From an optimization exercise on the open Yosys and OpenROAD flow, aimed at small area; shortcuts taken in it are not production practice.
In this exercise RTL edits were held to simulation tests only and were not proved equivalent to the original.
No activity file was given, so power comes from the tool's default toggle rates. The clock port is modelled as an ideal driver; clocking choices that lean on that would not hold on a real chip.

--- config.mk ---
export PLATFORM = sky130hd
export DESIGN_NAME = ddr3_controller
export DESIGN_NICKNAME = ddr3_controller
export VERILOG_FILES = /design/flow/design.v
export SDC_FILE = /design/flow/constraint.sdc
export NUM_CORES = 4
export LEC_CHECK = 0
export CAP_MARGIN = 20
export CORE_MARGIN = 2
export CORE_UTILIZATION = 40
export PLACE_DENSITY = 0.6
export SLEW_MARGIN = 20
--- design.v ---
module FIFO_IN (clk, reset, data_in, put, get, data_out, empty, full, fillcount);
input         clk, reset, put, get;
input  [15:0] data_in;
output [15:0] data_out;
output        empty, full;
output [5:0]  fillcount;
reg [15:0] mem [0:31];
reg [15:0] data_out;
reg [5:0]  fillcount;
reg [4:0]  rd_ptr, wr_ptr;
assign full  = fillcount[5];
assign empty = (fillcount == 6'd0);
wire do_put = put & ~full;
wire do_get = get & ~empty;
always @(posedge clk) begin
	if (do_put) mem[wr_ptr] <= data_in;
	if (do_get) data_out <= mem[rd_ptr];
end
always @(posedge clk)
	if (reset) begin
		rd_ptr <= 0;
		wr_ptr <= 0;
		fillcount <= 0;
	end else begin
		if (do_put) wr_ptr <= wr_ptr + 1'b1;
		if (do_get) rd_ptr <= rd_ptr + 1'b1;
		if (do_put & ~do_get) fillcount <= fillcount + 1'b1;
		else if (do_get & ~do_put) fillcount <= fillcount - 1'b1;
	end
endmodule
module FIFO_HEAD (clk, reset, data_in, put, get, head, empty, full);
parameter WIDTH = 8;
input              clk, reset, put, get;
input  [WIDTH-1:0] data_in;
output [WIDTH-1:0] head;
output             empty, full;
reg [WIDTH-1:0] mem [0:31];
reg [5:0]  count;
reg [4:0]  rd_ptr, wr_ptr;
assign full  = count[5];
assign empty = (count == 6'd0);
assign head  = mem[rd_ptr];
wire do_put = put & ~full;
wire do_get = get & ~empty;
always @(posedge clk)
	if (do_put) mem[wr_ptr] <= data_in;
always @(posedge clk)
	if (reset) begin
		rd_ptr <= 0;
		wr_ptr <= 0;
		count <= 0;
	end else begin
		if (do_put) wr_ptr <= wr_ptr + 1'b1;
		if (do_get) rd_ptr <= rd_ptr + 1'b1;
		if (do_put & ~do_get) count <= count + 1'b1;
		else if (do_get & ~do_put) count <= count - 1'b1;
	end
endmodule
module FIFO_RET (clk, reset, data_in, put, get, data_out, empty, full);
parameter WIDTH = 42;
input              clk, reset, put, get;
input  [WIDTH-1:0] data_in;
output [WIDTH-1:0] data_out;
output             empty, full;
reg [WIDTH-1:0] mem [0:31];
reg [5:0]  count;
reg [4:0]  rd_ptr, wr_ptr, last_ptr;
assign full  = count[5];
assign empty = (count == 6'd0);
assign data_out = mem[last_ptr];
wire do_put = put & ~full;
wire do_get = get & ~empty;
always @(posedge clk)
	if (do_put) mem[wr_ptr] <= data_in;
always @(posedge clk)
	if (do_get) last_ptr <= rd_ptr;
always @(posedge clk)
	if (reset) begin
		rd_ptr <= 0;
		wr_ptr <= 0;
		count <= 0;
	end else begin
		if (do_put) wr_ptr <= wr_ptr + 1'b1;
		if (do_get) rd_ptr <= rd_ptr + 1'b1;
		if (do_put & ~do_get) count <= count + 1'b1;
		else if (do_get & ~do_put) count <= count - 1'b1;
	end
endmodule
module ddr3_init_engine(
   clk, reset, init,
   ready, rascas, webar, ba, a4, a8, cke, resetbar
   );
input  clk, reset, init;
output reg ready, rascas, webar, a4, a8, cke, resetbar;
output reg [1:0] ba;
localparam [18:0]
	S_RSTL = 19'd0,
	S_CKEL = 19'd1250,
	S_RSTH = 19'd1260,
	S_NOP1 = 19'd4385,
	S_MRS2 = 19'd4461,
	S_NOP2 = 19'd4463,
	S_MRS3 = 19'd4469,
	S_NOP3 = 19'd4471,
	S_MRS1 = 19'd4477,
	S_NOP4 = 19'd4479,
	S_MRS0 = 19'd4485,
	S_NOP5 = 19'd4487,
	S_ZQCL = 19'd4517,
	S_NOP6 = 19'd4519,
	S_DONE = 19'd5543;
reg INIT, RESET, flag;
reg [18:0] counter;
always @(posedge clk) begin
	INIT <= init;
	RESET <= reset;
	if (RESET) begin
		flag <= 0;
		cke <= 0;
		a4 <= 0;
		a8 <= 0;
		ba <= 0;
		rascas <= 0;
		webar <= 0;
		resetbar <= 0;
		ready <= 0;
	end else if (!flag && INIT) begin
		flag <= 1;
		counter <= 0;
	end else if (flag) begin
		counter <= counter + 1'b1;
		case (counter)
		S_RSTL: resetbar <= 0;
		S_CKEL: cke <= 0;
		S_RSTH: resetbar <= 1;
		S_NOP1: begin cke <= 1; rascas <= 1; webar <= 1; end
		S_MRS2: begin rascas <= 0; webar <= 0; a4 <= 0; a8 <= 0; ba <= 2'b10; end
		S_MRS3: begin rascas <= 0; webar <= 0; a4 <= 0; a8 <= 0; ba <= 2'b11; end
		S_MRS1: begin rascas <= 0; webar <= 0; a4 <= 1; a8 <= 0; ba <= 2'b01; end
		S_MRS0: begin rascas <= 0; webar <= 0; a4 <= 1; a8 <= 1; ba <= 2'b00; end
		S_ZQCL: begin rascas <= 1; webar <= 0; end
		S_NOP2, S_NOP3, S_NOP4, S_NOP5, S_NOP6: begin rascas <= 1; webar <= 1; end
		S_DONE: begin rascas <= 1; webar <= 1; ready <= 1; end
		default: ;
		endcase
	end
end
endmodule
module Processing_logic(
	clk, ck, reset, ready,
	CMD_empty, CMD_head, DATA_data_out, DQ_in,
	CMD_get, DATA_get, RETURN_put, RETURN_address, RETURN_data,
	rasbar, casbar, webar, BA, A, DM_flag, DQ_out, ts_con, modify_setting
	);
	input         clk, ck, reset, ready;
	input         CMD_empty;
	input  [30:0] CMD_head;
	input  [15:0] DATA_data_out;
	input  [15:0] DQ_in;
	output reg        CMD_get, DATA_get, RETURN_put;
	output reg [25:0] RETURN_address;
	output     [15:0] RETURN_data;
	output reg        rasbar, casbar, webar;
	output reg [2:0]  BA;
	output reg [12:0] A;
	output reg        DM_flag;
	output     [15:0] DQ_out;
	output reg        ts_con, modify_setting;
	localparam [2:0]
		IDLE    = 3'd0,
		MODIFY  = 3'd1,
		DECODE  = 3'd2,
		REFRESH = 3'd3,
		S_GNR   = 3'd4,
		S_GNW   = 3'd5,
		S_ATRW  = 3'd6;
	localparam [2:0]
		NOP   = 3'b111,
		ACT   = 3'b011,
		READ  = 3'b101,
		WRITE = 3'b100,
		PRE   = 3'b010,
		MRS   = 3'b000,
		ZQCS  = 3'b110,
		REF   = 3'b001;
	reg [2:0]  state;
	reg [10:0] counter;
	reg [12:0] refresh_counter;
	reg        ATOMIC_cmd, C3;
	reg [2:0]  P;             
	reg [15:0] R;             
	wire BLOCK_cmd = ~ATOMIC_cmd & P[2];
	wire [2:0] col = RETURN_address[2:0];
	always @(posedge clk)
		if (!ATOMIC_cmd || counter == 11'd22)
			R <= DQ_in;
	assign RETURN_data = R;
	reg [15:0] ATOMIC_data;
	always @(*)
		case (P)
		3'b000: ATOMIC_data = ~R;
		3'b001: ATOMIC_data = R + DATA_data_out;
		3'b010: ATOMIC_data = R | DATA_data_out;
		3'b011: ATOMIC_data = R & DATA_data_out;
		3'b100: ATOMIC_data = R ^ DATA_data_out;
		3'b101: ATOMIC_data = {R[7:0], R[15:8]};
		3'b110: ATOMIC_data = {1'b0, R[15:1]};
		3'b111: ATOMIC_data = {R[14:0], 1'b0};
		endcase
	assign DQ_out = ATOMIC_cmd ? ATOMIC_data : DATA_data_out;
	always @(posedge clk)
		if (CMD_get) begin
			RETURN_address <= CMD_head[25:0];
			{ATOMIC_cmd, C3, P} <= CMD_head[30:26];
		end else begin
			if (state == S_GNR && RETURN_put)
				RETURN_address <= RETURN_address + 1'b1;
			if (state == S_GNW && counter == 11'd28)
				RETURN_address[25:3] <= RETURN_address[25:3] + 1'b1;
			if ((state == S_GNR && counter == 11'd37) || (state == S_GNW && counter == 11'd49))
				P[1:0] <= P[1:0] - 1'b1;
		end
	always @(posedge clk)
	if (reset) begin
		modify_setting <= 0;
		counter <= 0;
		refresh_counter <= 0;
		state <= IDLE;
		CMD_get <= 0;
		DATA_get <= 0;
		RETURN_put <= 0;
		ts_con <= 0;
		DM_flag <= 0;
		{rasbar, casbar, webar} <= NOP;
		A <= 0;
		BA <= 0;
	end else begin
		if (ready && modify_setting)
			refresh_counter <= refresh_counter + 1'b1;
		case (state)
		IDLE: begin
			counter <= 0;
			if (ready) begin
				if (!modify_setting)
					state <= MODIFY;
				if (CMD_get) begin
					CMD_get <= 0;
					state <= DECODE;
				end else if (refresh_counter[12]) begin
					if (!ck)
						state <= REFRESH;
				end else if (!CMD_empty)
					CMD_get <= 1;
			end
		end
		MODIFY: begin
			counter <= counter + 1'b1;
			case (counter)
			11'd0:    begin {rasbar, casbar, webar} <= PRE; A[10] <= 1; end
			11'd12:   begin {rasbar, casbar, webar} <= MRS; A <= 13'h000c; BA <= 3'b001; end
			11'd20:   begin {rasbar, casbar, webar} <= MRS; A <= 13'h0512; BA <= 3'b000; end
			11'd52:   begin {rasbar, casbar, webar} <= ZQCS; A[10] <= 0; end
			11'd182:  begin {rasbar, casbar, webar} <= MRS; A <= 13'h0010; BA <= 3'b001; end
			11'd190:  begin {rasbar, casbar, webar} <= MRS; A <= 13'h0510; BA <= 3'b000; end
			11'd2, 11'd14, 11'd22, 11'd54, 11'd184, 11'd192:
			          {rasbar, casbar, webar} <= NOP;
			11'd1216: begin state <= IDLE; modify_setting <= 1; end
			default: ;
			endcase
		end
		REFRESH: begin
			counter <= counter + 1'b1;
			case (counter)
			11'd0:  {rasbar, casbar, webar} <= REF;
			11'd2:  {rasbar, casbar, webar} <= NOP;
			11'd90: begin state <= IDLE; refresh_counter <= 0; end
			default: ;
			endcase
		end
		DECODE: begin
			if (!ck)
				state <= ATOMIC_cmd ? S_ATRW : C3 ? S_GNW : S_GNR;
		end
		S_GNR: begin
			counter <= counter + 1'b1;
			case (counter)
			11'd0:  begin {rasbar, casbar, webar} <= ACT; A <= RETURN_address[22:10]; BA <= RETURN_address[25:23]; end
			11'd4:  begin {rasbar, casbar, webar} <= READ; A[10] <= 1; A[9:0] <= RETURN_address[9:0]; end
			11'd2, 11'd6: {rasbar, casbar, webar} <= NOP;
			11'd22: RETURN_put <= 1;
			11'd23: if (!BLOCK_cmd) RETURN_put <= 0;
			11'd30: RETURN_put <= 0;
			11'd37: begin
				if (P[1:0] == 0 || !BLOCK_cmd)
					state <= IDLE;
				else
					counter <= 0;
			end
			default: ;
			endcase
		end
		S_GNW: begin
			counter <= counter + 1'b1;
			case (counter)
			11'd0:  begin {rasbar, casbar, webar} <= ACT; A <= RETURN_address[22:10]; BA <= RETURN_address[25:23]; end
			11'd4:  begin {rasbar, casbar, webar} <= WRITE; A[10] <= 1; A[9:0] <= RETURN_address[9:0]; end
			11'd2, 11'd6: {rasbar, casbar, webar} <= NOP;
			11'd18: ts_con <= 1;
			11'd19: DATA_get <= 1;
			11'd20: if (!BLOCK_cmd) DATA_get <= 0;
			11'd27: DATA_get <= 0;
			11'd29: ts_con <= 0;
			11'd49: begin
				if (P[1:0] == 0 || !BLOCK_cmd)
					state <= IDLE;
				else
					counter <= 0;
			end
			default: ;
			endcase
			if (counter == {8'd2, col} + 11'd4)
				DM_flag <= 1;
			else if (!BLOCK_cmd || counter == 11'd28)
				DM_flag <= 0;
		end
		S_ATRW: begin
			counter <= counter + 1'b1;
			case (counter)
			11'd0:  begin {rasbar, casbar, webar} <= ACT; A <= RETURN_address[22:10]; BA <= RETURN_address[25:23]; end
			11'd4:  begin {rasbar, casbar, webar} <= READ; A[10] <= 0; A[9:0] <= RETURN_address[9:0]; end
			11'd16: begin {rasbar, casbar, webar} <= WRITE; A[10] <= 1; end
			11'd2, 11'd6, 11'd18: {rasbar, casbar, webar} <= NOP;
			11'd22: begin DATA_get <= 1; RETURN_put <= C3; end
			11'd23: begin DATA_get <= 0; RETURN_put <= 0; end
			11'd30: ts_con <= 1;
			11'd41: ts_con <= 0;
			11'd59: state <= IDLE;
			default: ;
			endcase
			if (counter == {8'd4, col})
				DM_flag <= 1;
			else
				DM_flag <= 0;
		end
		default: state <= IDLE;
		endcase
	end
endmodule
module ddr3_controller(
	dout, raddr, fillcount, validout, notfull, ready, ck_pad, ckbar_pad,
	cke_pad, csbar_pad, rasbar_pad, casbar_pad, webar_pad, ba_pad,
	a_pad, dm_pad, odt_pad, resetbar_pad,
	dq_out, dq_oe, dqs_out, dqsbar_out,
	clk, reset, read, cmd, sz, op, din, addr, initddr,
	dq_in, dq_valid
	);
	localparam [2:0]
		SCR = 3'b001,
		SCW = 3'b010,
		BLR = 3'b011,
		BLW = 3'b100,
		ATR = 3'b101,
		ATW = 3'b110;
	input         clk;
	input         reset;
	input         read;
	input  [2:0]  cmd;
	input  [15:0] din;
	input  [25:0] addr;
	input  [1:0]  sz;
	input  [2:0]  op;
	output [15:0] dout;
	output [25:0] raddr;
	output [5:0]  fillcount;
	output reg    validout;
	output        notfull;
	input         initddr;
	output        ready;
	output        ck_pad;
	output        ckbar_pad;
	output        cke_pad;
	output        csbar_pad;
	output        rasbar_pad;
	output        casbar_pad;
	output        webar_pad;
	output [2:0]  ba_pad;
	output [12:0] a_pad;
	output [15:0] dq_out;
	output        dq_oe;
	output [1:0]  dqs_out;
	output [1:0]  dqsbar_out;
	input  [15:0] dq_in;
	input         dq_valid;
	output [1:0]  dm_pad;
	output        odt_pad;
	output        resetbar_pad;
	reg ck_i;
	always @(posedge clk)
		if (reset) ck_i <= 0;
		else       ck_i <= ~ck_i;
	wire [15:0] IN_data_out;
	wire        IN_empty, IN_full, CMD_empty, CMD_full, RETURN_empty, RETURN_full;
	wire        IN_get, CMD_get, RETURN_put;
	wire [30:0] CMD_head;
	wire [25:0] RETURN_address;
	wire [15:0] RETURN_data;
	reg         IN_put, CMD_put;
	reg         IN_BLW_put;
	reg  [4:0]  IN_BLW_counter;
	FIFO_IN FIFO_IN (
		.clk(clk), .reset(reset), .data_in(din), .put(IN_put), .get(IN_get),
		.data_out(IN_data_out), .empty(IN_empty), .full(IN_full), .fillcount(fillcount));
	wire        is_atomic = (cmd == ATR) | (cmd == ATW);
	wire [4:0]  cmd_code = is_atomic ? {1'b1, cmd == ATR, op}
	                                 : {1'b0, (cmd == SCW) | (cmd == BLW), (cmd == BLR) | (cmd == BLW), sz};
	FIFO_HEAD #(.WIDTH(31)) FIFO_CMD (
		.clk(clk), .reset(reset), .data_in({cmd_code, addr}), .put(CMD_put), .get(CMD_get),
		.head(CMD_head), .empty(CMD_empty), .full(CMD_full));
	FIFO_RET #(.WIDTH(42)) FIFO_RETURN (
		.clk(clk), .reset(reset), .data_in({RETURN_address, RETURN_data}), .put(RETURN_put), .get(read),
		.data_out({raddr, dout}), .empty(RETURN_empty), .full(RETURN_full));
	wire ready_i, i_rascas, i_webar, i_a4, i_a8, i_cke, i_resetbar;
	wire [1:0] i_ba;
	ddr3_init_engine XINIT (
		.clk(clk), .reset(reset), .init(initddr),
		.ready(ready_i), .rascas(i_rascas), .webar(i_webar), .ba(i_ba),
		.a4(i_a4), .a8(i_a8), .cke(i_cke), .resetbar(i_resetbar));
	wire        p_rasbar, p_casbar, p_webar, DM_flag, ts_con, modify_setting;
	wire [2:0]  p_ba;
	wire [12:0] p_a;
	wire [15:0] p_dq;
	Processing_logic XPL (
		.clk(clk), .ck(ck_i), .reset(reset), .ready(ready_i),
		.CMD_empty(CMD_empty), .CMD_head(CMD_head), .DATA_data_out(IN_data_out), .DQ_in(dq_in),
		.CMD_get(CMD_get), .DATA_get(IN_get), .RETURN_put(RETURN_put),
		.RETURN_address(RETURN_address), .RETURN_data(RETURN_data),
		.rasbar(p_rasbar), .casbar(p_casbar), .webar(p_webar), .BA(p_ba), .A(p_a),
		.DM_flag(DM_flag), .DQ_out(p_dq), .ts_con(ts_con), .modify_setting(modify_setting));
	always @(*) begin
		CMD_put = 0;
		IN_put = 0;
		if (IN_BLW_put)
			IN_put = ~IN_full;
		else case (cmd)
			SCR, BLR: CMD_put = ~CMD_full;
			SCW, BLW, ATW, ATR: begin
				CMD_put = ~CMD_full & ~IN_full;
				IN_put = ~CMD_full & ~IN_full;
			end
			default: ;
		endcase
	end
	always @(posedge clk)
		if (reset) begin
			IN_BLW_counter <= 0;
			IN_BLW_put <= 0;
		end else if (!IN_BLW_put) begin
			if (cmd == BLW && CMD_put) begin
				IN_BLW_put <= 1;
				IN_BLW_counter <= {sz, 3'b110};
			end
		end else begin
			if (IN_BLW_counter == 0)
				IN_BLW_put <= 0;
			else if (!IN_full)
				IN_BLW_counter <= IN_BLW_counter - 1'b1;
		end
	always @(posedge clk)
		if (reset) validout <= 0;
		else       validout <= read & ~RETURN_empty;
	assign notfull = ~CMD_full;
	assign ready        = ready_i & modify_setting;
	assign ck_pad       = ck_i;
	assign ckbar_pad    = ~ck_i;
	assign cke_pad      = i_cke;
	assign csbar_pad    = 1'b0;
	assign rasbar_pad   = ready_i ? p_rasbar : i_rascas;
	assign casbar_pad   = ready_i ? p_casbar : i_rascas;
	assign webar_pad    = ready_i ? p_webar  : i_webar;
	assign ba_pad       = ready_i ? p_ba     : {1'b0, i_ba};
	assign a_pad        = ready_i ? p_a      : {2'b00, i_a8, 1'b0, i_a8, 3'b000, i_a4, 4'b0000};
	assign odt_pad      = 1'b0;
	assign resetbar_pad = i_resetbar & ~reset;
	assign dq_oe        = ready_i & ts_con;
	assign dq_out       = p_dq;
	assign dm_pad       = {2{~DM_flag}};
	assign dqs_out      = {2{ck_i}};
	assign dqsbar_out   = {2{~ck_i}};
endmodule
--- constraint.sdc ---
create_clock -name core_clock -period 15.0 [get_ports {clk}]
set_input_delay 3.0000 -clock core_clock [delete_from_list [all_inputs] [get_ports {clk}]]
set_output_delay 3.0000 -clock core_clock [all_outputs]
set_load 0.01 [all_outputs]
--- run.sh ---
#!/bin/bash
# synth_recipe.tcl (not shown) runs the flow's synth.tcl, then flattens the netlist and writes it again
# the make line also repeats each setting of config.mk as NAME=value (left out here)
make -C /OpenROAD-flow-scripts/flow DESIGN_CONFIG=/design/flow/config.mk WORK_HOME=/design/flow/orfs CLKGATE_MAP_FILE= SYNTH_SCRIPT=/design/flow/synth_recipe.tcl finish
==> results of run 1 <==
sequential cells by signal (all words and copies together) (netlist names), 11 cells and up, named ones only:
name / cells
XPL.counter: 11
FIFO_CMD.mem: 992
FIFO_RETURN.mem: 1344
XPL.A: 13
XPL.RETURN_address: 26
XINIT.counter: 19
XPL.refresh_counter: 13
FIFO_IN.data_out: 16
FIFO_IN.mem: 512
XPL.R: 16
logic make-up (layout without fill, tap and decap cells):
logic type,Yosys count,count (layout),share of synthesized area
DFF,3065,3065,0.748
muxes,1023,1023,0.175
and+or+nand+nor,695,695,0.0268
buffers and inverters,404,1048,0.0133
AOI/OAI and AO/OA,371,371,0.0194
xor gates and xnor gates,114,114,0.00823
adders and majority gates,84,84,0.00889
other,1,8,0.0000309
cells in the final DEF (no fill, tap or decap), drive strengths merged, types with 11 or more instances in the layout:
cell / n
and3: 13
inv: 106
or3: 11
nor2b: 24
a22oi: 30
edfxtp: 2935
a221oi: 21
nand3: 49
xor2: 76
bufinv: 30
o21ai: 77
a21oi: 121
a31oi: 25
xnor2: 38
ha: 79
and2: 18
clkdlybuf4s50: 148
clkbuf: 411
buf: 210
nor4: 12
dfxtp: 130
nand2b: 11
nor2: 286
clkinv: 133
mux4: 872
nand2: 161
nand4: 26
mux2i: 73
mux2: 78
nor3: 29
through the flow:
stage	total power [mW]	hold WS (ps)	worst slack (ps)	util	area [sq um]
2_1_floorplan	11.8	396	8470	-	121000
3_3_place_gp	13.0	439	7440	0.425	129000
3_5_place_dp	13.1	438	7450	0.425	129000
4_1_cts	21.0	457	6470	0.461	139000
5_1_grt	21.5	475	6320	0.461	139000
6_report	20.8	454	6630	0.461	139000
final cells by class:
type,instances,area [sq um]
fillers,25100,163000
clock buffers,411,8670
inverters,92,345
diodes,6,15.0
repair buffers,358,3160
well taps,3978,4980
flip-flops and latches,3065,90800
multi-input cells,2289,29500
clock inverters,187,1930
worst min-delay path, delay by kind of cell, from the launching register on:
family,cells,cell delay (ps)
flip-flops,1,320
AND/OR/NAND/NOR,2,110
metal layers:
layer,wire [microns],global-route usage
met5,173,0
met2,150000,0.324
met1,122000,0.261
met3,19500,0.0310
met4,8530,0.0554
final timing paths:
kind,startpoint,end,slack [ps]
max,register,dout[9],6630
max reg2reg,register,XPL.RETURN_address[13]$_DFFE_PP_,10740
min reg2reg,FIFO_RETURN.last_ptr[1]$_DFFE_PP_,register,450
min,FIFO_RETURN.last_ptr[1]$_DFFE_PP_,register,450
power by group through the flow:
stage          Combinational [mW]  Sequential (mW)  Clock (mW)
2_1_floorplan                2.13             9.71           0
3_3_place_gp                 3.24             9.79           0
3_5_place_dp                 3.26             9.80           0
4_1_cts                      3.27             9.62        8.13
5_1_grt                      3.43             9.63        8.45
6_report                     3.21             9.61        7.97
==> impl_metrics.tcl, run 1 <==
set metrics [dict create \
    ir_drop_mv 0.114 \
    synth_top_area_frac 0.727 \
    area_delta_synth_final_pct 14.9 \
    fin_crit_ps 8370 \
    cap_violations 0 \
    grt-ovfl-total 0 \
    hold_class "register to register" \
    synthesis.area_sq_um 121000 \
    finalSetupTns_ps 0 \
    die_area_sq_um 308000 \
    cts-resized-gates 0 \
    numCtsBuffers 329 \
    postCtsSetupBuffers 0 \
    drive_above_1_share 0.271 \
    async_flop_share 0 \
    timing.final.crit_share 0.558 \
    die_w_microns 555 \
    ys_types 80 \
    antenna_found_initial 30 \
    slew_violations 0 \
    ys_ff_latch 3065 \
    place.gp.congestion 0.830 \
    h-tree-depth 5 \
    power.density_nw_per_um2 149 \
    ff2ff_path_depth 8 \
    power_frac_comb 0.154 \
    cts_tree "done" \
    clockBufferDepth 4 \
    clkPwrFrac 0.383 \
    clk-insertion-delay-late_ps 960 \
    root_buffer "clkbuf_16" \
    core-area_sq_um 302000 \
    cp_num_buf_inv 3 \
    critPathTopFamily "buffers and inverters" \
    first_pass_iters 10 \
    synthCells 5757 \
    layoutNonFillerInstCount 10400 \
    grt.total_usage 0.193 \
    num_rows 202 \
    syn_area_per_cell_sq_um 21.1 \
    io_pins 170 \
    routedWlPerCell_microns 28.9 \
    critPathSlowestCell "buf_4" \
    rsz0062_at_grt "false" \
    worstSetupEndpointType "output pin" \
    vias 59300 \
    swShare 0.243 \
    synth_top_area_cell "edfxtp_1" \
    p_leak_nw 42.6 \
    pwr-share-seq 0.462 \
    finalSetupViolCount 0 \
    internal-power_mw 15.7 \
    die_y_microns 555 \
    drc 0 \
    finalHoldViolations 0 \
    synth-main-ff-cell "edfxtp_1" \
    clkTransAtPathRegs_ps 60 \
    whs_path_depth 2 \
    yosysMostFrequentCell "edfxtp_1" \
    cts.sinks 3065 \
    crit_arrival_ps 5370 \
    dp_hpwl_microns 164000 \
    start_kind "register" \
    start_util 0.401 \
    vias_per_cell 5.71 \
    grt_pass1_vias 60800 \
    crit_required_ps 12000 \
    yosys-top-cells-area "edfxtp_1 (73%), mux4_2 (16%), dfxtp_1 (2.1%), nor2_1 (0.89%), ha_1 (0.82%)" \
    slew_headroom 0.255 \
    power_switching_mw 5.06 \
    ctsHoldBuffers 0 \
    yosysSeqAreaShare 0.748 \
    port_buffers 166 \
    grt_first_pass_wirelength_microns 432000 \
    outcome "complete, no violations" \
    tightest_slew_ps 1120 \
    path_cells "buf_4, buf_4, mux4_2, mux4_2, mux2_2, clkdlybuf4s50_1" \
    synth_edf_count 2935 \
    ys.warnings.count 6 \
    crit_cells 6 \
    grt_max_degree 99 \
    drtIter0Drc 6743 \
    wirelength_microns 300000 \
    place_inst 9770 \
    antenna_left 0 \
    skew_ps 81.9 \
    worstPathMaxFanout 70 \
    clock.fmax_mhz 119 \
    crit_type "register to output pin" \
    nets 6289 \
    synthTopCellsByCount "edfxtp_1 (2,935), mux4_2 (872), nor2_1 (286), clkbuf_1 (203), nand2_1 (161)" \
    max_stage_delay_ps 980 \
]
==> inputs of run 2 (changes only) <==
--- a/design.v
+++ b/design.v
@@ -12,9 +12,17 @@
 assign empty = (fillcount == 6'd0);
 wire do_put = put & ~full;
 wire do_get = get & ~empty;
+wire [31:0] rsel = 32'd1 << rd_ptr;
+reg [15:0] rdata;
+integer i;
+always @(*) begin
+	rdata = 16'd0;
+	for (i = 0; i < 32; i = i + 1)
+		rdata = rdata | (mem[i] & {16{rsel[i]}});
+end
 always @(posedge clk) begin
 	if (do_put) mem[wr_ptr] <= data_in;
-	if (do_get) data_out <= mem[rd_ptr];
+	if (do_get) data_out <= rdata;
 end
 always @(posedge clk)
 	if (reset) begin
@@ -39,7 +47,14 @@
 reg [4:0]  rd_ptr, wr_ptr;
 assign full  = count[5];
 assign empty = (count == 6'd0);
-assign head  = mem[rd_ptr];
+wire [31:0] rsel = 32'd1 << rd_ptr;
+reg [WIDTH-1:0] head;
+integer i;
+always @(*) begin
+	head = {WIDTH{1'b0}};
+	for (i = 0; i < 32; i = i + 1)
+		head = head | (mem[i] & {WIDTH{rsel[i]}});
+end
 wire do_put = put & ~full;
 wire do_get = get & ~empty;
 always @(posedge clk)
@@ -67,7 +82,14 @@
 reg [4:0]  rd_ptr, wr_ptr, last_ptr;
 assign full  = count[5];
 assign empty = (count == 6'd0);
-assign data_out = mem[last_ptr];
+wire [31:0] rsel = 32'd1 << last_ptr;
+reg [WIDTH-1:0] data_out;
+integer i;
+always @(*) begin
+	data_out = {WIDTH{1'b0}};
+	for (i = 0; i < 32; i = i + 1)
+		data_out = data_out | (mem[i] & {WIDTH{rsel[i]}});
+end
 wire do_put = put & ~full;
 wire do_get = get & ~empty;
 always @(posedge clk)
--- a/config.mk
+++ b/config.mk
@@ -7,6 +7,8 @@
 export LEC_CHECK = 0
 export CAP_MARGIN = 20
 export CORE_MARGIN = 2
-export CORE_UTILIZATION = 40
-export PLACE_DENSITY = 0.6
+export CORE_UTILIZATION = 60
+export CTS_CLUSTER_DIAMETER = 80
+export CTS_CLUSTER_SIZE = 30
+export PLACE_DENSITY = 0.75
 export SLEW_MARGIN = 20
==> impl_metrics.tcl, run 2 <==
set metrics [dict create \
    wirelength_microns 352000 \
    antenna_found_initial 19 \
    async_flop_share 0 \
    dp_hpwl_microns 189000 \
    root_buffer "clkbuf_16" \
    place_inst 9311 \
    worstSetupEndpointType "output pin" \
    port_buffers 166 \
    swShare 0.251 \
    vias 70500 \
    grt_pass1_vias 66500 \
    skew_ps 56.6 \
    clockBufferDepth 3 \
    crit_required_ps 12000 \
    layoutNonFillerInstCount 9528 \
    finalSetupViolCount 0 \
    final_cell_mix "edfxtp_1 (2,935), a22oi_1 (709), a22o_1 (337)" \
    cap_violations 0 \
    ys_ff_latch 3055 \
    grt_first_pass_wirelength_microns 491000 \
    grt_max_degree 83 \
    drc 0 \
    yosys-top-cells-area "edfxtp_1 (77%), a22oi_1 (4.6%), a22o_1 (2.6%), a221oi_1 (2.5%), dfxtp_1 (2.1%)" \
    routedWlPerCell_microns 36.9 \
    largest_registers "FIFO_RETURN.mem x1344, FIFO_CMD.mem x992, FIFO_IN.mem x512" \
    clock.fmax_mhz 125 \
    outcome "complete, no violations" \
    finalHoldViolations 0 \
    synth-main-ff-cell "edfxtp_1" \
    finalSetupTns_ps 0 \
    nets 7112 \
    ir_drop_mv 0.114 \
    rrSetupSlack_ps 10580 \
    synthCells 6775 \
    cts_tree "done" \
    internal-power_mw 11.9 \
    start_util 0.604 \
    rsz0062_at_grt "false" \
    clkPwrFrac 0.274 \
    nFillCells 12500 \
    vias_per_cell 7.40 \
    slew_headroom 0.189 \
    crit_arrival_ps 4970 \
    crit_type "register to output pin" \
    numCtsBuffers 132 \
    die_y_microns 442 \
    synthesis.area_sq_um 115000 \
    num_rows 160 \
    ys.warnings.count 6 \
    p_leak_nw 38.6 \
    power_frac_comb 0.129 \
    core-area_sq_um 190000 \
    mostFrequentLayoutCell "edfxtp_1" \
    tightest_slew_ps 1220 \
    max_stage_delay_ps 970 \
    pre_cts_slack_ps 8040 \
    yosysMostFrequentCell "edfxtp_1" \
    antenna_left 0 \
    hold_class "register to register" \
    timing.final.crit_share 0.531 \
    place.gp.congestion 0.879 \
    start_kind "register" \
    cts.sinks 3055 \
    die_w_microns 442 \
    power_switching_mw 4.00 \
    synth_top_area_cell "edfxtp_1" \
    cts-resized-gates 0 \
    critPathSlowestCell "nor2_4" \
    drtIter0Drc 12400 \
    slew_violations 0 \
    synth_edf_count 2935 \
    regMostFlops "FIFO_RETURN.mem" \
    io_pins 170 \
    clk-insertion-delay-late_ps 870 \
    ctsHoldBuffers 0 \
    drive_above_1_share 0.0892 \
    postCtsSetupBuffers 0 \
    clkTransAtPathRegs_ps 100 \
    area_delta_synth_final_pct 8.97 \
    pwr-share-seq 0.597 \
    h-tree-depth 4 \
    grt.total_usage 0.355 \
    syn_area_per_cell_sq_um 17.0 \
    die_area_sq_um 195000 \
    synthTopCellsByCount "edfxtp_1 (2,935), a22oi_1 (709), nor2_1 (388), a22o_1 (337), a221oi_1 (334)" \
    worstPathMaxFanout 24 \
    path_cells "nand2b_1, nor2_4, buf_4, a221oi_1, nand4_1, or3_1, clkdlybuf4s50_1" \
    power.density_nw_per_um2 127 \
    fin_crit_ps 7970 \
    ys_types 87 \
    grt-ovfl-total 0 \
    yosysSeqAreaShare 0.788 \
    synth_top_area_frac 0.767 \
    setup_ws_ps 7030 \
    first_pass_iters 12 \
    largest_reg_flops 1344 \
]
-- run 2: cell count changes in the layout (fill, tap and decap cells not counted), moves of 57 or more --
cell	previous run	this run
mux2_2	78	7
a22o_1	2	337
a22oi_1	30	709
buf_4	175	232
mux4_2	872	1
clkbuf_16	333	137
nand3_1	49	164
a221oi_1	21	334
clkbuf_1	74	16
clkinv_1	62	3
nand4_1	26	213
nor2_4	61	123
-- run 2: area by class of cell --
class                      count  area [sq um]  share of cell area
clock inverter                41           543             0.00434
multi-input combinational   3257         23600               0.189
timing repair buffer         411          3560              0.0284
tap                         2511          3140              0.0251
sequential                  3055         90500               0.723
inverter                      91           342             0.00273
clock buffer                 152          3460              0.0277
antenna                       10          25.0            0.000200
-- run 2: cell families after synthesis --
| family | count (synthesis) | synth area share |
|---|---|---|
| DFF | 3055 | 0.788 |
| other | 1 | 0.0000326 |
| and+or+nand+nor | 1253 | 0.0547 |
| adders and majority gates | 94 | 0.0105 |
| muxes | 47 | 0.00428 |
| AOI/OAI and AO/OA | 1752 | 0.119 |
| buffers and inverters | 464 | 0.0156 |
| xor gates and xnor gates | 109 | 0.00831 |
-- run 2: path summary, 6_finish.rpt --
| path | from | to | cells past startpoint |
|---|---|---|---|
| setup / recovery | FIFO_RETURN.last_ptr[0]$_DFFE_PP_ | raddr[22] | 7 |
| hold / removal | FIFO_RETURN.rd_ptr[4]$_SDFFE_PP0P_ | FIFO_RETURN.last_ptr[4]$_DFFE_PP_ | 0 |
| hold reg to reg | FIFO_RETURN.rd_ptr[4]$_SDFFE_PP0P_ | FIFO_RETURN.last_ptr[4]$_DFFE_PP_ | 0 |
| setup reg to reg | FIFO_CMD.rd_ptr[4]$_SDFFE_PP0P_ | XPL.RETURN_address[15]$_DFFE_PP_ | 8 |
-- run 2: through the flow --
stage / utilization / hold slack, ps / power [mW] / instance area [sq um]
after floorplan: - / 392 / 10.6 / 115000
after global placement: 0.636 / 444 / 11.7 / 121000
final: 0.658 / 473 / 15.9 / 125000
after CTS: 0.657 / 474 / 15.9 / 125000
after detailed placement: 0.636 / 451 / 11.7 / 121000
after global routing: 0.658 / 494 / 16.2 / 125000
-- run 2: worst max-delay path: cells and delay by family (launching register included) --
family | cells | cell delay (ps)
buf+inv | 2 | 1280
simple gates | 4 | 2140
flops | 1 | 460
compound gates | 1 | 190
-- run 2: power groups by stage --
stage,sequential [mW],combinational (mW),clock [mW]
after floorplan,9.67,0.910,0
after global placement,9.68,2.00,0
after detailed placement,9.69,2.03,0
after CTS,9.49,2.04,4.33
after global routing,9.50,2.13,4.60
final,9.49,2.06,4.35
-- run 2: metal layers --
layer | vias up | share of wire | track usage
li1 | 28100 | - | -
met1 | 34800 | 0.33 | 0.469
met2 | 6274 | 0.47 | 0.568
met3 | 1246 | 0.14 | 0.0729
met4 | 18 | 0.062 | 0.173
met5 | - | 0.00036 | 0
==> inputs of run 3 (changes only) <==
==> flow/run.sh (new file) <==
#!/bin/bash
set -euo pipefail
export BUFFER_PORTS_ARGS="-buffer_cell sky130_fd_sc_hd__buf_1"
export CTS_ARGS="-sink_clustering_enable -repair_clock_nets -sink_clustering_size 30 -sink_clustering_max_diameter 80 -dont_use_dummy_load"
bash standard.sh > standard.log 2>&1
==> standard.sh (new file) <==
#!/bin/bash
# synth_recipe.tcl (not shown) runs the flow's synth.tcl, then flattens the netlist and writes it again
# the make line also repeats each setting of config.mk as NAME=value (left out here)
make -C /OpenROAD-flow-scripts/flow DESIGN_CONFIG=/design/flow/config.mk WORK_HOME=/design/flow/orfs CLKGATE_MAP_FILE= SYNTH_SCRIPT=/design/flow/synth_recipe.tcl "${@:-finish}"
removed: run.sh
==> impl_metrics.tcl, run 3 <==
set metrics [dict create \
    ys_ff_latch 3055 \
    cts-resized-gates 0 \
    cap_violations 0 \
    grt_first_pass_wirelength_microns 491000 \
    ctsHoldBuffers 0 \
    antenna_found_initial 20 \
    grt_pass1_vias 67000 \
    mostFrequentLayoutCell "edfxtp_1" \
    ys_types 87 \
    drive_above_1_share 0.0887 \
    fin_crit_ps 7510 \
    nets 7130 \
    nFillCells 12600 \
    crit_arrival_ps 4510 \
    cts_tree "done" \
    power.density_nw_per_um2 124 \
    routedWlPerCell_microns 37.3 \
    tightest_slew_ps 1250 \
    ff2ff_path_depth 8 \
    start_util 0.604 \
    ir_drop_mv 0.131 \
    finalSetupViolCount 0 \
    grt_max_degree 83 \
    start_kind "register" \
    port_buffers 166 \
    yosysSeqAreaShare 0.788 \
    ys.warnings.count 6 \
    place.gp.congestion 0.892 \
    vias_per_cell 7.41 \
    postLayoutCellArea_sq_um 124000 \
    timing.final.crit_share 0.500 \
    p_leak_nw 38.0 \
    grt.total_usage 0.356 \
    final_cell_mix "edfxtp_1 (2,935), a22oi_1 (709), a22o_1 (337)" \
    worstPathMaxFanout 27 \
    crit_type "register to output pin" \
    cts.sinks 3055 \
    h-tree-depth 4 \
    largest_reg_flops 1344 \
    grt-ovfl-total 0 \
    slew_violations 0 \
    rsz0062_at_grt "false" \
    first_pass_iters 8 \
    async_flop_share 0 \
    skew_ps 87.5 \
    synth-main-ff-cell "edfxtp_1" \
    wirelength_microns 354000 \
    clk-insertion-delay-late_ps 850 \
    num_rows 160 \
    p_total_mw 15.3 \
    slew_headroom 0.155 \
    finalHoldViolations 0 \
    regMostFlops "FIFO_RETURN.mem" \
    die_w_microns 442 \
    synthTopCellsByCount "edfxtp_1 (2,935), a22oi_1 (709), nor2_1 (388), a22o_1 (337), a221oi_1 (334)" \
    power_switching_mw 3.80 \
    placed_area_sq_um 120000 \
    drtIter0Drc 12700 \
    yosys-top-cells-area "edfxtp_1 (77%), a22oi_1 (4.6%), a22o_1 (2.6%), a221oi_1 (2.5%), dfxtp_1 (2.1%)" \
    worstSetupEndpointType "output pin" \
    clkPwrFrac 0.261 \
    core-area_sq_um 190000 \
    die_y_microns 442 \
    drc 0 \
    synth_top_area_cell "edfxtp_1" \
    numCtsBuffers 131 \
    holdWs_ps 455 \
    finalSetupTns_ps 0 \
    whs_path_depth 0 \
    die_area_sq_um 195000 \
    crit_required_ps 12000 \
    hold_class "register to register" \
    internal-power_mw 11.5 \
    clock.fmax_mhz 133 \
    clockBufferDepth 3 \
    root_buffer "clkbuf_16" \
    synthCells 6775 \
    synthesis.area_sq_um 115000 \
    dp_hpwl_microns 188000 \
    syn_area_per_cell_sq_um 17.0 \
    synth_edf_count 2935 \
    swShare 0.248 \
    synth_top_area_frac 0.767 \
    power_frac_comb 0.121 \
    yosysMostFrequentCell "edfxtp_1" \
    vias 70300 \
    area_delta_synth_final_pct 7.66 \
    largest_registers "FIFO_RETURN.mem x1344, FIFO_CMD.mem x992, FIFO_IN.mem x512" \
    clkTransAtPathRegs_ps 90 \
    outcome "complete, no violations" \
    postCtsSetupBuffers 0 \
    pwr-share-seq 0.619 \
    antenna_left 0 \
    io_pins 170 \
]
-- run 3: cell counts after synthesis --
Identical to the previous run, type by type.
-- run 3: metal layers --
layer	up-vias	GRT usage	share of wire
li1	28000	-	-
met1	34800	0.463	0.32
met2	6227	0.565	0.46
met3	1239	0.0877	0.15
met4	14	0.179	0.063
met5	-	0	0.00024
-- run 3: kinds of logic after synthesis --
logic type / after synthesis / share of synthesized area
flip-flops: 3055 / 0.788
AO/OA/AOI/OAI: 1752 / 0.119
AND/OR/NAND/NOR: 1253 / 0.0547
buffers and inverters: 464 / 0.0156
XOR/XNOR: 109 / 0.00831
adder cells (fa/ha/maj): 94 / 0.0105
multiplexers: 47 / 0.00428
other: 1 / 0.0000326
-- run 3: final timing paths --
check	start	end	slack, ps
worst max-delay path	FIFO_RETURN.last_ptr[0]$_DFFE_PP_	raddr[6]	7490
worst min-delay path	FIFO_RETURN.rd_ptr[4]$_SDFFE_PP0P_	FIFO_RETURN.last_ptr[4]$_DFFE_PP_	450
worst max register to register	FIFO_CMD.rd_ptr[4]$_SDFFE_PP0P_	XPL.RETURN_address[23]$_DFFE_PP_	10650
worst min register to register	FIFO_RETURN.rd_ptr[4]$_SDFFE_PP0P_	FIFO_RETURN.last_ptr[4]$_DFFE_PP_	450
-- run 3: final cells by class --
type	instances	area [sq um]	area share
flip-flops and latches	3055	90500	0.732
diodes	6	15.0	0.000121
multi-input cells	3257	23600	0.191
clock buffers	131	3280	0.0265
well taps	2511	3140	0.0254
repair buffers	430	2790	0.0226
inverters	91	342	0.00276
-- run 3: worst max-delay path, stage by stage (launching register included) --
cell	delay, ps
edfxtp_1	430
nand2b_1	590
nor2_4	910
buf_4	680
a22o_1	260
a221oi_1	60
nand4_1	180
or3_1	360
buf_1	200
-- run 3: power by group through the flow --
stage | clock network, mW | logic (mW) | registers [mW]
final | 4.00 | 1.85 | 9.49
after global routing | 4.24 | 1.92 | 9.50
after detailed placement | 0 | 1.82 | 9.68
after global placement | 0 | 1.79 | 9.67
after floorplan | 0 | 0.910 | 9.67
after CTS | 3.98 | 1.83 | 9.49
-- run 3: through the flow --
step | setup WS (ps) | util | std cells
global route | 7530 | 0.650 | 9478
detailed placement | 8430 | 0.631 | 9330
global placement | 8450 | 0.631 | 9330
CTS | 7540 | 0.649 | 9461
floorplan | 8620 | - | 6776
finish | 7490 | 0.651 | 9481
==> inputs of run 4 (changes only) <==
--- a/design.v
+++ b/design.v
@@ -43,10 +43,11 @@
 output [WIDTH-1:0] head;
 output             empty, full;
 reg [WIDTH-1:0] mem [0:31];
-reg [5:0]  count;
+reg        last_put;    
 reg [4:0]  rd_ptr, wr_ptr;
-assign full  = count[5];
-assign empty = (count == 6'd0);
+wire   ptr_eq = (rd_ptr == wr_ptr);
+assign full  = ptr_eq & last_put;
+assign empty = ptr_eq & ~last_put;
 wire [31:0] rsel = 32'd1 << rd_ptr;
 reg [WIDTH-1:0] head;
 integer i;
@@ -63,12 +64,11 @@
 	if (reset) begin
 		rd_ptr <= 0;
 		wr_ptr <= 0;
-		count <= 0;
+		last_put <= 0;
 	end else begin
 		if (do_put) wr_ptr <= wr_ptr + 1'b1;
 		if (do_get) rd_ptr <= rd_ptr + 1'b1;
-		if (do_put & ~do_get) count <= count + 1'b1;
-		else if (do_get & ~do_put) count <= count - 1'b1;
+		if (do_put != do_get) last_put <= do_put;
 	end
 endmodule
 module FIFO_RET (clk, reset, data_in, put, get, data_out, empty, full);
@@ -78,10 +78,11 @@
 output [WIDTH-1:0] data_out;
 output             empty, full;
 reg [WIDTH-1:0] mem [0:31];
-reg [5:0]  count;
+reg        last_put;    
 reg [4:0]  rd_ptr, wr_ptr, last_ptr;
-assign full  = count[5];
-assign empty = (count == 6'd0);
+wire   ptr_eq = (rd_ptr == wr_ptr);
+assign full  = ptr_eq & last_put;
+assign empty = ptr_eq & ~last_put;
 wire [31:0] rsel = 32'd1 << last_ptr;
 reg [WIDTH-1:0] data_out;
 integer i;
@@ -100,12 +101,11 @@
 	if (reset) begin
 		rd_ptr <= 0;
 		wr_ptr <= 0;
-		count <= 0;
+		last_put <= 0;
 	end else begin
 		if (do_put) wr_ptr <= wr_ptr + 1'b1;
 		if (do_get) rd_ptr <= rd_ptr + 1'b1;
-		if (do_put & ~do_get) count <= count + 1'b1;
-		else if (do_get & ~do_put) count <= count - 1'b1;
+		if (do_put != do_get) last_put <= do_put;
 	end
 endmodule
 module ddr3_init_engine(
==> flow/run.sh (replaced) <==
#!/bin/bash
# Layout flow: the standard ORFS flow (standard.sh) with these changes:
#  - ABC maps the logic with an area-oriented script (flow/abc_speed.script,
#    used in place of ORFS's scripts/abc_speed.script); the rest of the
#    synthesis, and so every register, is as in the standard synthesis;
#  - the port buffers are buf_1 cells (every input and output still gets one);
#  - clock tree synthesis clusters up to 30 sinks within 80 um per leaf buffer
#    and inserts no dummy loads.
set -euo pipefail
here=$(pwd)
rm -rf "$here/orfs_scripts"
cp -r "$FLOW_HOME/scripts" "$here/orfs_scripts"
cp "$here/flow/abc_speed.script" "$here/orfs_scripts/abc_speed.script"
export SCRIPTS_DIR="$here/orfs_scripts"
export BUFFER_PORTS_ARGS="-buffer_cell sky130_fd_sc_hd__buf_1"
export CTS_ARGS="-sink_clustering_enable -repair_clock_nets -sink_clustering_size 30 -sink_clustering_max_diameter 80 -dont_use_dummy_load"
bash standard.sh > standard.log 2>&1
==> flow/abc_speed.script (new file) <==
&get -n
&st
&dch
&nf -a
&st
&syn2
&dch
&nf -a
&st
&syn2
&dch
&nf -a
&st
&syn2
&dch
&nf -a
&put
buffer -c
topo
stime -c
upsize -c
dnsize -c
==> impl_metrics.tcl, run 4 <==
set metrics [dict create \
    area_delta_synth_final_pct 7.67 \
    worstPathMaxFanout 36 \
    critPathTopFamily "compound AO/OA/AOI/OAI gates" \
    start_kind "register" \
    start_util 0.605 \
    port_buffers 166 \
    finalSetupViolCount 0 \
    grt_pass1_vias 65100 \
    nFillCells 12300 \
    seqCellArea_sq_um 90300 \
    synth_top_area_cell "edfxtp_1" \
    clkTransAtPathRegs_ps 100 \
    ys.warnings.count 6 \
    grt.total_usage 0.359 \
    antenna_found_initial 19 \
    hold_end "XINIT.a8$_SDFFE_PP0P_" \
    clk-insertion-delay-late_ps 840 \
    drive_above_1_share 0.0897 \
    core-area_sq_um 186000 \
    synth_top_area_frac 0.783 \
    regMostFlops "FIFO_RETURN.mem" \
    synthesis.area_sq_um 113000 \
    p_leak_nw 37.5 \
    skew_ps 97.5 \
    path_cells "buf_4, ha_1, fa_1, a21o_1, a21oi_1, o21bai_1, a21oi_1, o21bai_1, a21oi_1, o21bai_1, a21oi_1, o21bai_1, a21oi_1, o21bai_1, a21oi_1, xnor2_1, a21oi_1, o22ai_1, buf_1" \
    clock.fmax_mhz 129 \
    setup_ws_ps 7220 \
    tightest_slew_ps 1240 \
    vias_per_cell 7.50 \
    hold_class "register to register" \
    synthCells 6473 \
    whs_path_depth 2 \
    outcome "complete, no violations" \
    slew_headroom 0.170 \
    synthAdderAreaFrac 0.00913 \
    place.gp.congestion 0.878 \
    die_area_sq_um 191000 \
    rsz0062_at_grt "false" \
    crit_arrival_ps 4780 \
    ctsHoldBuffers 0 \
    first_pass_iters 10 \
    wirelength_microns 347000 \
    die_y_microns 437 \
    largest_registers "FIFO_RETURN.mem x1344, FIFO_CMD.mem x992, FIFO_IN.mem x512" \
    syn_area_per_cell_sq_um 17.4 \
    ys_ff_latch 3045 \
    ir_drop_mv 0.121 \
    timing.final.crit_share 0.519 \
    fin_crit_ps 7780 \
    yosys-top-cells-area "edfxtp_1 (78%), a222oi_1 (4.7%), dfxtp_1 (2.0%), a22oi_1 (1.9%), nand2_1 (1.2%)" \
    yosysMostFrequentCell "edfxtp_1" \
    postCtsSetupBuffers 0 \
    synthTopCellsByCount "edfxtp_1 (2,935), a222oi_1 (531), nand2_1 (349), nor2_1 (348), clkbuf_1 (334)" \
    cts.sinks 3045 \
    ys_types 81 \
    rrSetupSlack_ps 10680 \
    synth_edf_count 2935 \
    drtIter0Drc 14500 \
    synth_compound_area_frac 0.104 \
    holdCritStartpoint "XINIT.a8$_SDFFE_PP0P_" \
    grt_first_pass_wirelength_microns 482000 \
    io_pins 170 \
    slew_violations 0 \
    power.density_nw_per_um2 118 \
    finalHoldViolations 0 \
    cp_num_buf_inv 2 \
    max_stage_delay_ps 420 \
    ff2ff_path_depth 9 \
    vias 68400 \
    pre_cts_slack_ps 8100 \
    crit_type "register to output pin" \
    synth-main-ff-cell "edfxtp_1" \
    synthMuxAreaShare 0.00140 \
    multi_input_area_sq_um 21500 \
    cts_tree "done" \
    rr_startpoint "FIFO_CMD.rd_ptr[3]$_SDFFE_PP0P_" \
    grt-ovfl-total 0 \
    antenna_left 0 \
    die_w_microns 437 \
    root_buffer "clkbuf_16" \
    yosys.area_share.simple 0.0598 \
    timing.rr.end "FIFO_CMD.mem[26][9]$_DFFE_PP_" \
    synthXorXnorAreaFrac 0.00716 \
    finalSetupTns_ps 0 \
    grt_max_degree 43 \
    dp_hpwl_microns 181000 \
    critPathSlowestCell "fa_1" \
    final_cell_mix "edfxtp_1 (2,935), a222oi_1 (531), nand2_1 (349)" \
    numCtsBuffers 131 \
    mostFrequentLayoutCell "edfxtp_1" \
    routedWlPerCell_microns 38.1 \
    clockBufferDepth 3 \
    drc 0 \
    synth_top_family_by_area "compound AO/OA/AOI/OAI gates" \
    cap_violations 0 \
    cp_common_cell "a21oi_1" \
    nets 6786 \
    async_flop_share 0 \
    cts-resized-gates 0 \
    num_rows 158 \
    worstSetupEndpointType "output pin" \
    largest_reg_flops 1344 \
    crit_required_ps 12000 \
    h-tree-depth 4 \
    yosysSeqAreaShare 0.802 \
]
==> run 4: changes by cell type after synthesis, sizes merged, moves of 34 or more <==
cell | before | now
a21oi | 108 | 144
a221oi | 334 | 143
a222oi | 38 | 531
a22o | 337 | 117
a22oi | 709 | 279
nand2 | 206 | 352
nor2 | 389 | 351
nor3 | 38 | 72
o21ai | 101 | 55
==> run 4: tightest hold or removal path: cells and delay by family, from the launching register on <==
family / cells / cell delay, ps
flops: 1 / 320
simple gates: 1 / 50
compound gates: 1 / 60
==> run 4: where the power goes <==
group | leakage (nW) | internal, mW | switching, mW | total, mW
logic | 8.50 | 0.213 | 0.544 | 0.757
clock network | 1.61 | 1.58 | 2.41 | 3.99
registers | 27.3 | 9.43 | 0.0955 | 9.53
==> run 4: stage by stage <==
stage	power, mW	utilization	hold WS (ps)	instance area, sq um	std cells
6_report	14.3	0.652	473	121000	9121
5_1_grt	14.6	0.652	498	121000	9117
4_1_cts	14.2	0.650	476	121000	9098
3_5_place_dp	10.5	0.632	457	118000	8967
3_3_place_gp	10.4	0.632	450	118000	8964
2_1_floorplan	10.1	-	399	113000	6474
==> run 4: cell type report <==
type,instances,area share
antenna,9,0.000186
clock buffer,131,0.0270
inverter,80,0.00248
multi-input combinational,2964,0.177
sequential,3045,0.745
tap,2480,0.0256
timing repair buffer,412,0.0225
==> run 4: logic make-up (layout without fill, tap and decap cells) <==
family | count (synthesis) | after routing
AO/OA/AOI/OAI | 1403 | 1403
flip-flops | 3045 | 3045
XOR/XNOR | 92 | 92
other | 1 | 11
adder cells (fa/ha/maj) | 81 | 81
buffers and inverters | 465 | 623
AND/OR/NAND/NOR | 1371 | 1371
multiplexers | 15 | 15
==> run 4: worst max-delay path by stage <==
stage | slack [ps] | endpoint | start | cells after the start
finish | 7220 | dq_out[14] | XPL.R[0]$_DFFE_PP_ | 19
global route | 6830 | dq_out[14] | XPL.R[0]$_DFFE_PP_ | 19
CTS | 7200 | dq_out[14] | XPL.R[0]$_DFFE_PP_ | 19
detailed placement | 8100 | dq_out[14] | XPL.R[0]$_DFFE_PP_ | 19
global placement | 8130 | dq_out[14] | XPL.R[0]$_DFFE_PP_ | 19
floorplan | 8510 | dq_out[14] | XPL.R[0]$_DFFE_PP_ | 17
==> run 4: per-layer routing <==
layer,vias to the layer above,share of wire,global-route usage
li1,27100,-,-
met1,33800,0.32,0.471
met2,6293,0.46,0.567
met3,1257,0.16,0.0830
met4,14,0.065,0.184
met5,-,0.00035,0
==> inputs of run 5 (changes only) <==
--- a/design.v
+++ b/design.v
@@ -1,40 +1,62 @@
+module FIFO_PTRS (clk, reset, put, get, rd_ptr, wr_ptr, empty, full, do_put, do_get);
+input        clk, reset, put, get;
+output [4:0] rd_ptr, wr_ptr;
+output       empty, full, do_put, do_get;
+reg [4:0] rd_ptr, wr_ptr;
+reg       last_put;    
+wire eq = (rd_ptr == wr_ptr);
+assign full  = eq & last_put;
+assign empty = eq & ~last_put;
+assign do_put = put & ~full;
+assign do_get = get & ~empty;
+always @(posedge clk)
+	if (reset) begin
+		rd_ptr <= 0;
+		wr_ptr <= 0;
+		last_put <= 0;
+	end else begin
+		if (do_put) wr_ptr <= wr_ptr + 1'b1;
+		if (do_get) rd_ptr <= rd_ptr + 1'b1;
+		if (do_put != do_get) last_put <= do_put;
+	end
+endmodule
+module FIFO_READ (sel, mem_flat, dout);
+parameter WIDTH = 8;
+input  [31:0]         sel;
+input  [32*WIDTH-1:0] mem_flat;
+output [WIDTH-1:0]    dout;
+reg    [WIDTH-1:0]    dout;
+integer i;
+always @(*) begin
+	dout = {WIDTH{1'b0}};
+	for (i = 0; i < 32; i = i + 1)
+		dout = dout | (mem_flat[i*WIDTH +: WIDTH] & {WIDTH{sel[i]}});
+end
+endmodule
 module FIFO_IN (clk, reset, data_in, put, get, data_out, empty, full, fillcount);
 input         clk, reset, put, get;
 input  [15:0] data_in;
 output [15:0] data_out;
 output        empty, full;
 output [5:0]  fillcount;
-reg [15:0] mem [0:31];
-reg [15:0] data_out;
-reg [5:0]  fillcount;
-reg [4:0]  rd_ptr, wr_ptr;
-assign full  = fillcount[5];
-assign empty = (fillcount == 6'd0);
-wire do_put = put & ~full;
-wire do_get = get & ~empty;
-wire [31:0] rsel = 32'd1 << rd_ptr;
-reg [15:0] rdata;
-integer i;
-always @(*) begin
-	rdata = 16'd0;
-	for (i = 0; i < 32; i = i + 1)
-		rdata = rdata | (mem[i] & {16{rsel[i]}});
-end
+reg  [15:0] mem [0:31];
+reg  [15:0] data_out;
+wire [4:0]  rd_ptr, wr_ptr;
+wire        do_put, do_get;
+FIFO_PTRS ptrs (.clk(clk), .reset(reset), .put(put), .get(get), .rd_ptr(rd_ptr), .wr_ptr(wr_ptr),
+	.empty(empty), .full(full), .do_put(do_put), .do_get(do_get));
+assign fillcount = {full, wr_ptr - rd_ptr};
+wire [32*16-1:0] flat;
+genvar g;
+generate for (g = 0; g < 32; g = g + 1) begin : fl
+	assign flat[g*16 +: 16] = mem[g];
+end endgenerate
+wire [15:0] rdata;
+FIFO_READ #(.WIDTH(16)) rd (.sel(32'd1 << rd_ptr), .mem_flat(flat), .dout(rdata));
 always @(posedge clk) begin
 	if (do_put) mem[wr_ptr] <= data_in;
 	if (do_get) data_out <= rdata;
 end
-always @(posedge clk)
-	if (reset) begin
-		rd_ptr <= 0;
-		wr_ptr <= 0;
-		fillcount <= 0;
-	end else begin
-		if (do_put) wr_ptr <= wr_ptr + 1'b1;
-		if (do_get) rd_ptr <= rd_ptr + 1'b1;
-		if (do_put & ~do_get) fillcount <= fillcount + 1'b1;
-		else if (do_get & ~do_put) fillcount <= fillcount - 1'b1;
-	end
 endmodule
 module FIFO_HEAD (clk, reset, data_in, put, get, head, empty, full);
 parameter WIDTH = 8;
@@ -42,34 +64,19 @@
 input  [WIDTH-1:0] data_in;
 output [WIDTH-1:0] head;
 output             empty, full;
-reg [WIDTH-1:0] mem [0:31];
-reg        last_put;    
-reg [4:0]  rd_ptr, wr_ptr;
-wire   ptr_eq = (rd_ptr == wr_ptr);
-assign full  = ptr_eq & last_put;
-assign empty = ptr_eq & ~last_put;
-wire [31:0] rsel = 32'd1 << rd_ptr;
-reg [WIDTH-1:0] head;
-integer i;
-always @(*) begin
-	head = {WIDTH{1'b0}};
-	for (i = 0; i < 32; i = i + 1)
-		head = head | (mem[i] & {WIDTH{rsel[i]}});
-end
-wire do_put = put & ~full;
-wire do_get = get & ~empty;
+reg  [WIDTH-1:0] mem [0:31];
+wire [4:0]  rd_ptr, wr_ptr;
+wire        do_put, do_get;
+FIFO_PTRS ptrs (.clk(clk), .reset(reset), .put(put), .get(get), .rd_ptr(rd_ptr), .wr_ptr(wr_ptr),
+	.empty(empty), .full(full), .do_put(do_put), .do_get(do_get));
+wire [32*WIDTH-1:0] flat;
+genvar g;
+generate for (g = 0; g < 32; g = g + 1) begin : fl
+	assign flat[g*WIDTH +: WIDTH] = mem[g];
+end endgenerate
+FIFO_READ #(.WIDTH(WIDTH)) rd (.sel(32'd1 << rd_ptr), .mem_flat(flat), .dout(head));
 always @(posedge clk)
 	if (do_put) mem[wr_ptr] <= data_in;
-always @(posedge clk)
-	if (reset) begin
-		rd_ptr <= 0;
-		wr_ptr <= 0;
-		last_put <= 0;
-	end else begin
-		if (do_put) wr_ptr <= wr_ptr + 1'b1;
-		if (do_get) rd_ptr <= rd_ptr + 1'b1;
-		if (do_put != do_get) last_put <= do_put;
-	end
 endmodule
 module FIFO_RET (clk, reset, data_in, put, get, data_out, empty, full);
 parameter WIDTH = 42;
@@ -77,36 +84,20 @@
 input  [WIDTH-1:0] data_in;
 output [WIDTH-1:0] data_out;
 output             empty, full;
-reg [WIDTH-1:0] mem [0:31];
-reg        last_put;    
-reg [4:0]  rd_ptr, wr_ptr, last_ptr;
-wire   ptr_eq = (rd_ptr == wr_ptr);
-assign full  = ptr_eq & last_put;
-assign empty = ptr_eq & ~last_put;
-wire [31:0] rsel = 32'd1 << last_ptr;
-reg [WIDTH-1:0] data_out;
-integer i;
-always @(*) begin
-	data_out = {WIDTH{1'b0}};
-	for (i = 0; i < 32; i = i + 1)
-		data_out = data_out | (mem[i] & {WIDTH{rsel[i]}});
-end
-wire do_put = put & ~full;
-wire do_get = get & ~empty;
+reg  [WIDTH-1:0] mem [0:31];
+wire [4:0]  rd_ptr, wr_ptr;
+wire        do_put, do_get;
+FIFO_PTRS ptrs (.clk(clk), .reset(reset), .put(put), .get(get), .rd_ptr(rd_ptr), .wr_ptr(wr_ptr),
+	.empty(empty), .full(full), .do_put(do_put), .do_get(do_get));
+wire [32*WIDTH-1:0] flat;
+genvar g;
+generate for (g = 0; g < 32; g = g + 1) begin : fl
+	assign flat[g*WIDTH +: WIDTH] = mem[g];
+end endgenerate
+wire [31:0] sel = 32'd1 << rd_ptr;
+FIFO_READ #(.WIDTH(WIDTH)) rd (.sel({sel[0], sel[31:1]}), .mem_flat(flat), .dout(data_out));
 always @(posedge clk)
 	if (do_put) mem[wr_ptr] <= data_in;
-always @(posedge clk)
-	if (do_get) last_ptr <= rd_ptr;
-always @(posedge clk)
-	if (reset) begin
-		rd_ptr <= 0;
-		wr_ptr <= 0;
-		last_put <= 0;
-	end else begin
-		if (do_put) wr_ptr <= wr_ptr + 1'b1;
-		if (do_get) rd_ptr <= rd_ptr + 1'b1;
-		if (do_put != do_get) last_put <= do_put;
-	end
 endmodule
 module ddr3_init_engine(
    clk, reset, init,
==> impl_metrics.tcl, run 5 <==
set metrics [dict create \
    die_area_sq_um 190000 \
    cap_violations 0 \
    setup_ws_ps 6970 \
    yosysMostFrequentCell "edfxtp_1" \
    fin_crit_ps 8030 \
    final_core_util 0.651 \
    whs_path_depth 2 \
    wirelength_microns 349000 \
    holdWs_ps 467 \
    drtIter0Drc 14600 \
    place.gp.congestion 0.900 \
    yosysSeqAreaShare 0.803 \
    hold_class "register to register" \
    cts-resized-gates 0 \
    first_pass_iters 10 \
    clkPwrFrac 0.264 \
    grt.total_usage 0.361 \
    nets 6767 \
    ff2ff_path_depth 13 \
    cts.sinks 3035 \
    area_delta_synth_final_pct 7.71 \
    synthTopCellsByCount "edfxtp_1 (2,930), a222oi_1 (538), nor2_1 (371), nand2_1 (351), clkbuf_1 (313)" \
    largest_registers "FIFO_RETURN.mem x1344, FIFO_CMD.mem x992, FIFO_IN.mem x512" \
    ys_ff_latch 3035 \
    dp_hpwl_microns 181000 \
    crit_type "register to output pin" \
    rr_startpoint "FIFO_IN.ptrs.rd_ptr[3]$_SDFFE_PP0P_" \
    swShare 0.226 \
    pre_cts_slack_ps 7370 \
    synthCells 6426 \
    skew_ps 100 \
    pwr-share-seq 0.659 \
    port_buffers 166 \
    synth-main-ff-cell "edfxtp_1" \
    die_w_microns 436 \
    finalHoldViolations 0 \
    cp_num_buf_inv 1 \
    power.density_nw_per_um2 119 \
    clock.fmax_mhz 125 \
    drc 0 \
    yosys-top-cells-area "edfxtp_1 (78%), a222oi_1 (4.8%), dfxtp_1 (1.9%), a22oi_1 (1.8%), nor2_1 (1.2%)" \
    ys_types 70 \
    root_buffer "clkbuf_16" \
    place_inst 8945 \
    start_kind "register" \
    numCtsBuffers 120 \
    regMostFlops "FIFO_RETURN.mem" \
    critPathSlowestCell "edfxtp_1" \
    finalSetupTns_ps 0 \
    grt_pass1_vias 65100 \
    mostFrequentLayoutCell "edfxtp_1" \
    core-area_sq_um 186000 \
    power_switching_mw 3.24 \
    async_flop_share 0 \
    power_frac_comb 0.077 \
    path_cells "ha_1, fa_1, a21oi_1, nor2_1, nor2_1, o21bai_1, a21oi_1, o21bai_1, a21oi_1, o21bai_1, a21oi_1, nor2b_1, o21a_1, o21a_1, o21a_1, or3_1, a31oi_1, o22ai_1, buf_1" \
    drive_above_1_share 0.0928 \
    num_rows 158 \
    syn_area_per_cell_sq_um 17.5 \
    routedWlPerCell_microns 38.4 \
    crit_required_ps 12000 \
    crit_arrival_ps 5030 \
    synth_edf_count 2930 \
    start_util 0.604 \
    hold_end "XPL.A[7]$_SDFFE_PP0P_" \
    critPathTopFamily "compound AO/OA/AOI/OAI gates" \
    postCtsSetupBuffers 0 \
    cts_tree "done" \
    p_leak_nw 37.1 \
    slew_headroom 0.205 \
    ctsHoldBuffers 0 \
    rrSetupSlack_ps 9660 \
    postLayoutCellArea_sq_um 121000 \
    worstPathMaxFanout 7 \
    p_total_mw 14.3 \
    synth_top_area_cell "edfxtp_1" \
    timing.rr.end "FIFO_CMD.mem[2][10]$_DFFE_PP_" \
    clkTransAtPathRegs_ps 100 \
    placed_area_sq_um 117000 \
    synth_top_area_frac 0.785 \
    vias_per_cell 7.51 \
    grt_first_pass_wirelength_microns 484000 \
    slew_violations 0 \
    die_y_microns 436 \
    tightest_slew_ps 1190 \
    holdCritStartpoint "XPL.A[7]$_SDFFE_PP0P_" \
    ir_drop_mv 0.110 \
    clockBufferDepth 3 \
    antenna_found_initial 28 \
    clk-insertion-delay-late_ps 860 \
    grt-ovfl-total 0 \
    largest_reg_flops 1344 \
    final_cell_mix "edfxtp_1 (2,930), a222oi_1 (538), nand2_1 (351)" \
    layoutNonFillerInstCount 9099 \
    synthesis.area_sq_um 112000 \
    timing.final.crit_share 0.535 \
    finalSetupViolCount 0 \
    vias 68300 \
    max_stage_delay_ps 610 \
    antenna_left 0 \
    internal-power_mw 11.1 \
    ys.warnings.count 10 \
    cp_common_cell "a21oi_1" \
    worstSetupEndpointType "output pin" \
    h-tree-depth 3 \
    grt_max_degree 70 \
    io_pins 170 \
    outcome "complete, no violations" \
    rsz0062_at_grt "false" \
]
==> run 5: changes by cell type after synthesis, moves of 14 or more <==
cell      delta
a21oi_1     -27
a221oi_1    +15
and3_1      -22
clkbuf_1    -21
nand3_1     +22
nand4_1     -14
nor2_1      +23
==> run 5: layer usage <==
layer | global-route usage | up-vias | share of wire
met5 | 0 | - | 0.00049
met4 | 0.186 | 26 | 0.064
met3 | 0.0877 | 1280 | 0.16
met2 | 0.572 | 6486 | 0.46
met1 | 0.469 | 33500 | 0.31
li1 | - | 27000 | -
==> run 5: logic make-up after synthesis <==
kind of cell / after synthesis / share of synthesized area
adder cells (fa/ha/maj): 85 / 0.00962
multiplexers: 8 / 0.000781
XOR/XNOR: 85 / 0.00664
AND/OR/NAND/NOR: 1372 / 0.0593
flip-flops: 3035 / 0.803
AO/OA/AOI/OAI: 1401 / 0.105
buffers and inverters: 439 / 0.0150
other: 1 / 0.0000334
==> run 5: power groups by stage <==
| stage | Sequential (mW) | Combinational (mW) | Clock (mW) |
|---|---|---|---|
| 2_1_floorplan | 9.62 | 0.560 | 0 |
| 3_3_place_gp | 9.65 | 1.04 | 0 |
| 3_5_place_dp | 9.65 | 1.06 | 0 |
| 4_1_cts | 9.46 | 1.07 | 3.76 |
| 5_1_grt | 9.47 | 1.16 | 4.02 |
| 6_report | 9.46 | 1.11 | 3.78 |
==> run 5: layout make-up <==
| class | count | area, sq um |
|---|---|---|
| Antenna cell | 10 | 25.0 |
| Inverter | 81 | 304 |
| Timing Repair Buffer | 420 | 2820 |
| Tap cell | 2480 | 3100 |
| Multi-Input combinational cell | 2953 | 21500 |
| Clock buffer | 120 | 3000 |
| Fill cell | 12200 | 64800 |
| Sequential cell | 3035 | 90100 |
==> run 5: how the worst max path moves through the flow <==
stage,from,slack (ps),depth (start not counted),end
2_1_floorplan,XPL.R[1]$_DFFE_PP_,8230,18,dq_out[15]
3_3_place_gp,XPL.R[0]$_DFFE_PP_,7500,19,dq_out[14]
3_5_place_dp,XPL.R[0]$_DFFE_PP_,7370,19,dq_out[14]
4_1_cts,XPL.R[0]$_DFFE_PP_,6520,19,dq_out[14]
5_1_grt,XPL.R[0]$_DFFE_PP_,6680,19,dq_out[14]
6_report,XPL.R[0]$_DFFE_PP_,6970,19,dq_out[14]
==> run 5: tightest hold or removal path: stages (launching register included) <==
cell     delay [ps]
dfxtp_1         320
nand2_1          50
a21oi_1          50

[port drivers added, routing unchanged]
In the flow no input, the clock included, has a driving cell. The finished layouts below were timed again as built, in two steps. Step 1 sets driving cells, clkbuf_16 on the clock port and buf_2 on the other inputs (assumed; they add their load-dependent delay and slew). Step 2 adds t to the input delays and takes it off the output delays; t is the mean of the earliest and latest rising clock arrival at the registers after step 1. Input paths then give back, and output paths get back, about the clock's delay inside the block. a / b / c = ideal / step 1 / step 2; a / b = the first two.
run	t (ns)	setup slack, ns	worst data-port slew with drivers (ns)
run 1	1.025	6.628 / 6.518 / 7.543	0.18
run 2	0.936	7.029 / 6.935 / 7.871	0.18
run 3	0.890	7.494 / 7.403 / 8.294	0.19
run 4	0.876	7.218 / 7.142 / 8.018	0.19
run 5	0.875	6.968 / 6.890 / 7.441	0.18
After both steps every run listed still meets setup and hold.
